Source: an optimization exercise on an open RTL-to-GDS flow (aim: small area, a short achievable clock period and few clock cycles per item). Production flows keep margins and buffers that such runs may drop.
In this exercise RTL edits were held to simulation tests only and were not proved equivalent to the original.

**flow/config.mk**
```make
export PLATFORM = sky130hd
export DESIGN_NAME = normalizer
export DESIGN_NICKNAME = normalizer
export VERILOG_FILES = /design/flow/design.v
export SDC_FILE = /design/flow/constraint.sdc
export NUM_CORES = 4
export LEC_CHECK = 0
export CAP_MARGIN = 20
export CORE_MARGIN = 2
export CORE_UTILIZATION = 40
export SLEW_MARGIN = 20
```
**flow/constraint.sdc**
```tcl
create_clock -name core_clock -period 20.0 [get_ports {clk}]
set_input_delay 4.0000 -clock core_clock [delete_from_list [all_inputs] [get_ports {clk}]]
set_output_delay 4.0000 -clock core_clock [all_outputs]
set_load 0.01 [all_outputs]
```
**flow/design.v**
```verilog
`timescale 1ns / 1ps
module normalizer #(
    parameter CNT = 64,
    parameter N = 6
)
(
    input clk,
    input rst_n,
    input [31:0] data_in,
    input start_en,
    input data_in_valid,
    output process_end_flag,
    output [31:0] data_out,
    output data_out_valid
);
localparam SK = 4;                  
localparam NI = (25 + SK - 1) / SK;  
localparam RW = NI * SK;            
localparam DK = 4;                  
localparam ND = (25 + DK - 1) / DK;  
localparam ST_IDLE  = 3'd0;
localparam ST_STORE = 3'd1;
localparam ST_FIN   = 3'd2;
localparam ST_DEC   = 3'd3;
localparam ST_WAIT  = 3'd4;    
localparam ST_SQRT  = 3'd5;
localparam ST_OUT   = 3'd6;
reg [2:0] st;
reg [6:0] cnt;           
reg rot;                 
reg sh;                  
reg v1;                  
reg fb;                  
reg [31:0] S;
reg big;
reg [31:0] SR [0:CNT-1];
wire take = (st == ST_STORE) && data_in_valid;
integer k;
always @(posedge clk) begin
    if (take) SR[0] <= data_in;
    else if (rot) SR[0] <= SR[CNT-1];
    if (sh) begin
        for (k = 1; k < CNT; k = k + 1) SR[k] <= SR[k-1];
    end
end
wire [31:0] x_out = SR[CNT-1];
wire [31:0] mu = {{N{S[31]}}, S[31:N]};
wire sel_s = (st == ST_DEC) && !big;
wire [31:0] pa = v1 ? SR[0] : (sel_s ? S : x_out);
wire [31:0] pb = rot ? mu : 32'd0;
wire [31:0] dab = pa - pb;
wire [31:0] dba = pb - pa;
reg [31:0] mag_r;
reg mag_sgn;
reg m_add, m_first, m_fin, m_corr, m_dv;
reg first_pend;
always @(posedge clk) begin
    mag_r <= dab[31] ? dba : dab;
    mag_sgn <= dab[31];
end
always @(posedge clk or negedge rst_n) begin
    if (~rst_n) begin
        m_add <= 0; m_first <= 0; m_fin <= 0; m_corr <= 0; m_dv <= 0;
    end else begin
        m_add <= v1 || (rot && fb);
        m_first <= (v1 && (cnt == 1)) || (rot && fb && (cnt == 0));
        m_fin <= (rot && fb && (cnt == CNT-1)) || sel_s;
        m_corr <= sel_s;
        m_dv <= rot && !fb;
    end
end
reg [63:0] sq_r;
reg s_add, s_first, s_fin, s_corr;
wire [31:0] a = mag_r;
reg [63:0] sqv;
integer i;
always @(*) begin
    sqv = 64'd0;
    for (i = 0; i < 32; i = i + 1)
        sqv = sqv + (a[i] ? ((({32'd0, a} >> (i + 1)) << (2 * i + 2)) | (64'd1 << (2 * i))) : 64'd0);
end
always @(posedge clk) sq_r <= sqv;
always @(posedge clk or negedge rst_n) begin
    if (~rst_n) begin
        s_add <= 0; s_first <= 0; s_fin <= 0; s_corr <= 0;
    end else begin
        s_add <= m_add; s_first <= m_first; s_fin <= m_fin | m_corr; s_corr <= m_corr;
    end
end
reg [63:0] Q;
reg qdone;
wire [5:0] r = S[5:0];
wire [11:0] rr = r * r;
wire [63:0] addA = s_corr ? ~{6'd0, sq_r[63:6]} : sq_r;
wire [63:0] addB = s_corr ? {58'd0, rr[11:6]} : 64'd0;
always @(posedge clk) begin
    if (s_add || s_corr)
        Q <= (s_first ? 64'd0 : Q) + addA + addB + {63'd0, s_corr};
end
always @(posedge clk or negedge rst_n) begin
    if (~rst_n) qdone <= 0;
    else qdone <= s_fin;
end
wire nvar = qdone;
wire [57:0] nin = nvar ? Q[63:6] : {mag_r, 26'd0};
reg [5:0] lz;
integer j;
always @(*) begin
    lz = 6'd0;
    for (j = 0; j < 58; j = j + 1)
        if (nin[j]) lz = 6'd57 - j[5:0];
end
wire [57:0] nn = nin << lz;
wire nsticky = |nn[32:0];
wire nrnd = nn[33] & (nsticky | nn[34]);
wire [24:0] nm = {1'b0, nn[57:34]} + {24'd0, nrnd};
wire [5:0] np = 6'd57 - lz + {5'd0, nm[24]};
reg [23:0] n_m;       
reg [5:0] n_p;        
reg n_zero, n_sgn;
always @(posedge clk) begin
    n_m <= nm[24] ? 24'h800000 : nm[23:0];
    n_p <= np;
    n_zero <= (nin == 58'd0);
    n_sgn <= nvar ? Q[63] : mag_sgn;
end
reg n_dv, n_var;
always @(posedge clk or negedge rst_n) begin
    if (~rst_n) begin
        n_dv <= 0; n_var <= 0;
    end else begin
        n_dv <= m_dv;
        n_var <= nvar;
    end
end
reg [25:0] qx;       
reg [RW-1:0] qr;     
reg [RW+2:0] qrem;   
reg [3:0] qi;        
reg [7:0] q_e;       
reg q_nan, q_zero;
reg [25:0] tx;
reg [RW-1:0] tr;
reg [RW+2:0] trem;
reg [RW+2:0] ttr;
integer s;
always @(*) begin
    tx = qx; tr = qr; trem = qrem;
    for (s = 0; s < SK; s = s + 1) begin
        trem = {trem[RW:0], tx[25:24]};
        tx = {tx[23:0], 2'b00};
        ttr = {1'b0, tr, 2'b01};
        if (trem >= ttr) begin
            trem = trem - ttr;
            tr = {tr[RW-2:0], 1'b1};
        end else begin
            tr = {tr[RW-2:0], 1'b0};
        end
    end
end
always @(posedge clk) begin
    if (n_var) begin
        qx <= n_p[0] ? {n_m, 2'b00} : {1'b0, n_m, 1'b0};
        qr <= 0;
        qrem <= 0;
        q_e <= 8'd127 + {3'd0, n_p[5:1]};
        q_nan <= n_sgn;
        q_zero <= n_zero;
    end else begin
        qx <= tx;
        qr <= tr;
        qrem <= trem;
    end
end
reg [23:0] sB;
reg [7:0] sE;
reg s_nan, s_zero;
wire [RW-1:0] q_lowmask = (({{(RW-1){1'b0}}, 1'b1}) << (RW - 25)) - 1;
wire q_sticky = (qrem != 0) | ((qr & q_lowmask) != 0);
wire [24:0] sm = {1'b0, qr[RW-1:RW-24]} + {24'd0, qr[RW-25] & (q_sticky | qr[RW-24])};
always @(posedge clk) begin
    if (st == ST_SQRT && qi == NI + 1) begin
        sB <= sm[24] ? 24'h800000 : sm[23:0];
        sE <= q_e + {7'd0, sm[24]};
        s_nan <= q_nan;
        s_zero <= q_zero;
    end
end
reg [24:0] d_rem [0:ND-1];
reg [24:0] d_q [0:ND-1];
reg [7:0] d_e [0:ND-1];
reg d_sgn [0:ND-1];
reg d_zero [0:ND-1];
reg d_v [0:ND-1];
reg [24:0] vrem;
reg [24:0] vq;
reg [25:0] tdiff;
reg [7:0] ve;
reg vs, vz;
reg [25:0] t1, t2;
integer st_i, stp;
always @(posedge clk) begin
    for (st_i = 0; st_i < ND; st_i = st_i + 1) begin
        if (st_i == 0) begin
            t1 = {2'b00, n_m} - {2'b00, sB};
            t2 = {1'b0, n_m, 1'b0} - {2'b00, sB};
            vrem = t1[25] ? t2[24:0] : t1[24:0];
            vrem = {vrem[23:0], 1'b0};
            vq = 25'd1;
            ve = {2'b00, n_p} + 8'd228 - sE - {7'd0, t1[25]};
            vs = n_sgn;
            vz = n_zero;
        end else begin
            vrem = d_rem[st_i-1];
            vq = d_q[st_i-1];
            ve = d_e[st_i-1];
            vs = d_sgn[st_i-1];
            vz = d_zero[st_i-1];
        end
        for (stp = 0; stp < DK; stp = stp + 1) begin
            if (st_i * DK + stp >= 1 && st_i * DK + stp < 25) begin
                tdiff = {1'b0, vrem} - {2'b00, sB};
                if (!tdiff[25]) begin
                    vrem = {tdiff[23:0], 1'b0};
                    vq = {vq[23:0], 1'b1};
                end else begin
                    vrem = {vrem[23:0], 1'b0};
                    vq = {vq[23:0], 1'b0};
                end
            end
        end
        d_rem[st_i] <= vrem;
        d_q[st_i] <= vq;
        d_e[st_i] <= ve;
        d_sgn[st_i] <= vs;
        d_zero[st_i] <= vz;
    end
end
integer vi;
always @(posedge clk or negedge rst_n) begin
    if (~rst_n) begin
        for (vi = 0; vi < ND; vi = vi + 1) d_v[vi] <= 0;
    end else begin
        d_v[0] <= n_dv;
        for (vi = 1; vi < ND; vi = vi + 1) d_v[vi] <= d_v[vi-1];
    end
end
wire [24:0] fq = d_q[ND-1];
wire fst = (d_rem[ND-1] != 25'd0);
wire [23:0] fm = {1'b0, fq[23:1]} + {23'd0, fq[0] & (fst | fq[1])};
wire [7:0] fe = d_e[ND-1] + {7'd0, fm[23]};
wire fs = d_sgn[ND-1];
wire fz = d_zero[ND-1];
reg [31:0] out_r;
reg out_v, pef_r;
always @(posedge clk) begin
    if (s_nan || (fz && s_zero))
        out_r <= 32'h7fc00000;
    else if (s_zero)
        out_r <= {fs, 8'hff, 23'd0};
    else if (fz)
        out_r <= 32'd0;
    else
        out_r <= {fs, fe, fm[22:0]};
end
wire pef_d = out_v && !d_v[ND-1];
always @(posedge clk or negedge rst_n) begin
    if (~rst_n) begin
        out_v <= 0;
        pef_r <= 0;
    end else begin
        out_v <= d_v[ND-1];
        pef_r <= pef_d;
    end
end
assign data_out = out_r;
assign data_out_valid = out_v;
assign process_end_flag = pef_r;
always @(posedge clk or negedge rst_n) begin
    if (~rst_n) begin
        st <= ST_IDLE;
        cnt <= 0;
        rot <= 0;
        sh <= 0;
        v1 <= 0;
        fb <= 0;
        S <= 0;
        big <= 0;
        qi <= 0;
    end else begin
        v1 <= take;
        sh <= take && (cnt != CNT-1);
        if (v1) begin
            S <= S + SR[0];
            big <= big | ~((SR[0][31:25] == 7'h00) | (SR[0][31:25] == 7'h7f));
        end
        if (rot) begin
            cnt <= cnt + 1;
            if (cnt == CNT-1) rot <= 0;
            else sh <= 1;
        end
        case (st)
            ST_IDLE: begin
                if (start_en) begin
                    st <= ST_STORE;
                    cnt <= 0;
                    S <= 0;
                    big <= 0;
                end
            end
            ST_STORE: begin
                if (data_in_valid) begin
                    cnt <= cnt + 1;
                    if (cnt == CNT-1) st <= ST_FIN;
                end
            end
            ST_FIN: st <= ST_DEC;
            ST_DEC: begin
                st <= ST_WAIT;
                if (big) begin
                    fb <= 1;
                    rot <= 1;
                    sh <= 1;
                    cnt <= 0;
                end
            end
            ST_WAIT: begin
                if (qdone) begin
                    st <= ST_SQRT;
                    fb <= 0;
                    qi <= 0;
                end
            end
            ST_SQRT: begin
                qi <= qi + 1;
                if (qi == NI - 1) begin
                    rot <= 1;
                    sh <= 1;
                    cnt <= 0;
                end
                if (qi == NI + 1) st <= ST_OUT;
            end
            ST_OUT: begin
                if (pef_d) begin
                    st <= ST_IDLE;
                    if (start_en) begin
                    end
                end
            end
            default: st <= ST_IDLE;
        endcase
    end
end
endmodule
```
**flow/run.sh**
```bash
#!/bin/bash
# synth_recipe.tcl (not shown) runs the flow's synth.tcl, then flattens the netlist and writes it again
# the make line also repeats each setting of config.mk as NAME=value (left out here)
make -C /OpenROAD-flow-scripts/flow DESIGN_CONFIG=/design/flow/config.mk WORK_HOME=/design/flow/orfs CLKGATE_MAP_FILE= SYNTH_SCRIPT=/design/flow/synth_recipe.tcl finish
```
==> notes.md <==
routing by layer:
layer  up-vias  part of all wire [%]  track usage (%)
li1      49030                     -                -
met1     48610                    50            26.33
met2      2062                    43            26.65
met3       517                   4.4            1.911
met4         0                   2.6            4.860
met5         -                     0                0
registers in the layout (all words and copies together), names as in the netlist, 31 cells and up:
name and flops:
qrem 31, d_e 56, S 32, d_q 102, Q 64, sq_r 63
out_r 32, d_rem 168, SR 2048, mag_r 32
final cells by class:
cell class	count	share of cell area, %
inverter	835	1.823
sequential	2812	45.47
tap	5175	3.762
clock inverter	177	1.096
clock buffer	379	4.715
timing repair buffer	221	1.176
antenna	8	0.01163
multi-input combinational	9432	41.95
worst min path at each step:
stage / to / slack, ns / depth (start not counted)
floorplan: d_e[1][0] / 0.31 / 0
global placement: d_sgn[4] / 0.31 / 0
detailed placement: d_q[6][16] / 0.31 / 0
CTS: d_e[4][5] / 0.31 / 0
global route: d_e[4][5] / 0.32 / 0
finish: d_e[1][2] / 0.31 / 0
placed cells by master (no fill, tap or decap), types with 68 or more instances in the layout:
| master | synthesis | final |
|---|---|---|
| edfxtp_1 | 2156 | 2156 |
| ha_1 | 1178 | 1178 |
| nand2_1 | 1083 | 1083 |
| nor2_1 | 979 | 977 |
| a21oi_1 | 866 | 865 |
| inv_1 | 825 | 824 |
| dfxtp_1 | 584 | 582 |
| o21ai_0 | 566 | 566 |
| xnor2_1 | 561 | 561 |
| fa_1 | 432 | 432 |
| mux2_2 | 327 | 327 |
| a21o_1 | 314 | 314 |
| clkbuf_16 | 0 | 309 |
| xor2_1 | 275 | 274 |
| nor3_1 | 255 | 252 |
| and2_1 | 231 | 231 |
| nand3_1 | 223 | 222 |
| mux2i_1 | 213 | 213 |
| nor2b_1 | 211 | 209 |
| o21a_1 | 181 | 180 |
| nand2b_1 | 146 | 146 |
| buf_4 | 9 | 138 |
| o21bai_1 | 123 | 123 |
| a211oi_1 | 99 | 98 |
| and3_1 | 91 | 91 |
| a31oi_1 | 80 | 80 |
| or3_1 | 79 | 79 |
| o31ai_1 | 76 | 76 |
| o211ai_1 | 69 | 69 |
| clkdlybuf4s50_1 | 0 | 68 |
through the flow:
| stage | setup WS (ns) | utilization (%) |
|---|---|---|
| after floorplan | 4.899 | - |
| after global placement | 3.559 | 41.98 |
| after detailed placement | 3.410 | 41.98 |
| after CTS | 3.334 | 44.57 |
| after global routing | 2.064 | 44.59 |
| final | 3.595 | 44.59 |
cells by family (layout without fill, tap and decap cells):
group,Yosys count,in the layout
simple gates,3541,3541
compound gates,2894,2894
flops,2812,2812
fa+ha+maj,1610,1610
buf+inv,1257,1612
xor+xnor,837,837
mux,550,550
other cells,0,8
==> summary.txt <==
Global route
  • Largest net degree at the start of global routing: 196
  • Vias in the first global route: 97050
  • Global-route usage over all layers: 17.52%
  • Initial antenna violation count: 7
  • First-pass GRT wire length: 549800 µm
  • GRT overflow: 0

Critical path
  • Worst-path maximum fanout: 31
  • CP Data Arrival Time: 17.20 ns
  • R2r startpoint: sB[1]
  • R2r setup slk: 3.59 ns
  • Slowest cell on crit path: o41ai_1
  • R2r worst-path depth: 70
  • Worst setup endpoint: d_rem[0][4]
  • Crit. End Element: flip-flop
  • Crit path top cell by count: a21oi_1
  • WS Path Type: flip-flop to flip-flop
  • Critical R2R Capture: d_rem[0][4]
  • CP Depth: 70
  • CP Data Required Time: 20.80 ns
  • Top cell family by delay on the critical path: compound AO/OA/AOI/OAI gates
  • CP startpoint kind: flip-flop
  • Crit-path max cell delay: 0.57 ns
  • Buf/Inv on CP: 8
  • CP startpoint: sB[1]

Clock network
  • CTS sink count: 2812
  • Root Driver: clkbuf_16
  • Post-CTS Hold Buffers: 0
  • TritonCTS clock tree: done
  • Post-CTS sizing: 0
  • Clock latency (worst-skew pair): 0.93 ns
  • CTS Buf Count: 306
  • Post-CTS Repair Setup Buffers: 0
  • CTS H-tree depth: 5
  • Clk slew on worst S/H paths: 0.06 ns
  • Clock buffer depth: 4

Synthesis
  • Post-synthesis sequential area ratio: 50.40%
  • Compound-Gate Fraction of Synth Area: 12.07%
  • Yosys reg bits: 2812
  • Post-synth top area share: 41.71%
  • Synth cell count leaders: edfxtp_1 (2156), ha_1 (1178), nand2_1 (1083)
  • EDFF count, synth: 2156
  • Syn Area/Cell: 11.50 µm²
  • Dominant cell type by area after synthesis: edfxtp_1
  • Post-Syn Area: 0.1552 mm²
  • Main synth FF type: edfxtp_1
  • Post-Syn Instances: 13500
  • Largest family of logic cells by synthesized area: adder cells
  • Mux contribution to synthesized area: 3.885%
  • Adder-cell area share of the yosys netlist: 15.07%
  • Distinct cells, synth: 115
  • Asr flop ratio synth: 2.560%
  • Yosys warning count: 8
  • Net Count, Synth: 15150
  • Synth Area in Simple Gates: 10.68%
  • Cell with the most instances after synthesis: edfxtp_1
  • Ranking of synthesized cells by area: edfxtp_1 (42%), ha_1 (9.5%), dfxtp_1 (7.5%), fa_1 (5.6%), xnor2_1 (3.2%)
  • Post-Synth XOR/XNOR Area: 4.727%

Floorplanning
  • Initial core utilization: 40.22%
  • DIE WIDTH: 627.0 µm
  • Full die area: 0.3931 mm²
  • IO Pins: 70
  • Die Ht: 627.0 µm
  • FP Rows: 228
  • CORE AREA: 0.3860 mm²

Layout
  • FF+latch area: 0.07826 mm²
  • Share of layout cells above drive strength 1: 7.917%
  • Area grow syn2layout: 10.87%
  • Final #Nets: 15250
  • Fillers: 35540
  • Design Area, Final: 0.1721 mm²
  • Layout Cells excl Fill: 19040
  • Area of the multi-input gates: 0.07220 mm²

Route
  • WL/cell: 18.34 µm
  • Post-route ant nets: 0
  • Remaining routing DRC violations: 0
  • DR iter-0 viols: 7411
  • DRT Pass-1 Iters: 6
  • Detailed-route via count: 100200
  • Post-Route WL: 349200 µm
  • Vias per cell: 5.264

Run status
  • Outcome: complete, no violations

Timing
  • # setup viols final: 0
  • Final Hold Vio Count: 0
  • Worst-Margin Slew: 1.256 ns
  • Slew Limit Headroom: 16.30%
  • Tmin final: 16.41 ns
  • Max Slew Vio Count: 0
  • Hold_ws: 0.3087 ns
  • Worst-case clock skew: 0.04646 ns
  • Final period util: 82.03%
  • Setup_tns: 0 ns
  • Fmax: 60.96 MHz
  • RSZ-0062 raised after global routing: false

Place
  • Placed cell count: 18470
  • Post-DP Area: 0.1620 mm²
  • Routability-driven placement congestion ratio: 0.8929
  • DP HPWL: 243800 µm
  • IO buf count: 69

Flow run
  • Max-cap viol count: 0

Worst hold path
  • Min-Delay Path Class: flip-flop to flip-flop
  • Hold Path Origin: d_e[0][2]
Testbench counts, summed over its fixed seeds: cycles 19,336, batches 128.

static timing again, ports no longer ideal:
No port has a modelled driver above. Below, the same layout with a new extraction and two added sets of constraints.
Step 1 (the two cells are an assumption about what drives the block):
set clk [get_ports {clk}]
set_driving_cell -lib_cell sky130_fd_sc_hd__clkbuf_16 $clk
set_driving_cell -lib_cell sky130_fd_sc_hd__buf_2 [delete_from_list [all_inputs] $clk]
Step 2 adds t to the input delays and takes it off the output delays; t is the mean of the earliest and latest rising clock arrival at the registers after step 1. Input paths then give back, and output paths get back, about the clock's delay inside the block.
a / b / c = no drivers / after step 1 / after step 2; a / b = the first two.
t, ns: 0.994
setup slack, ns: 3.595 / 3.595 / 3.595
hold WS [ns]: 0.309 / 0.309 / 0.309
worst setup path at the end: register to register
clock arrival spread, ns: 0.060 / 0.060
After both steps setup and hold are still met in this run. The setup slack of this run moves by 0.000 ns with the drivers and by 0.000 ns with both steps.
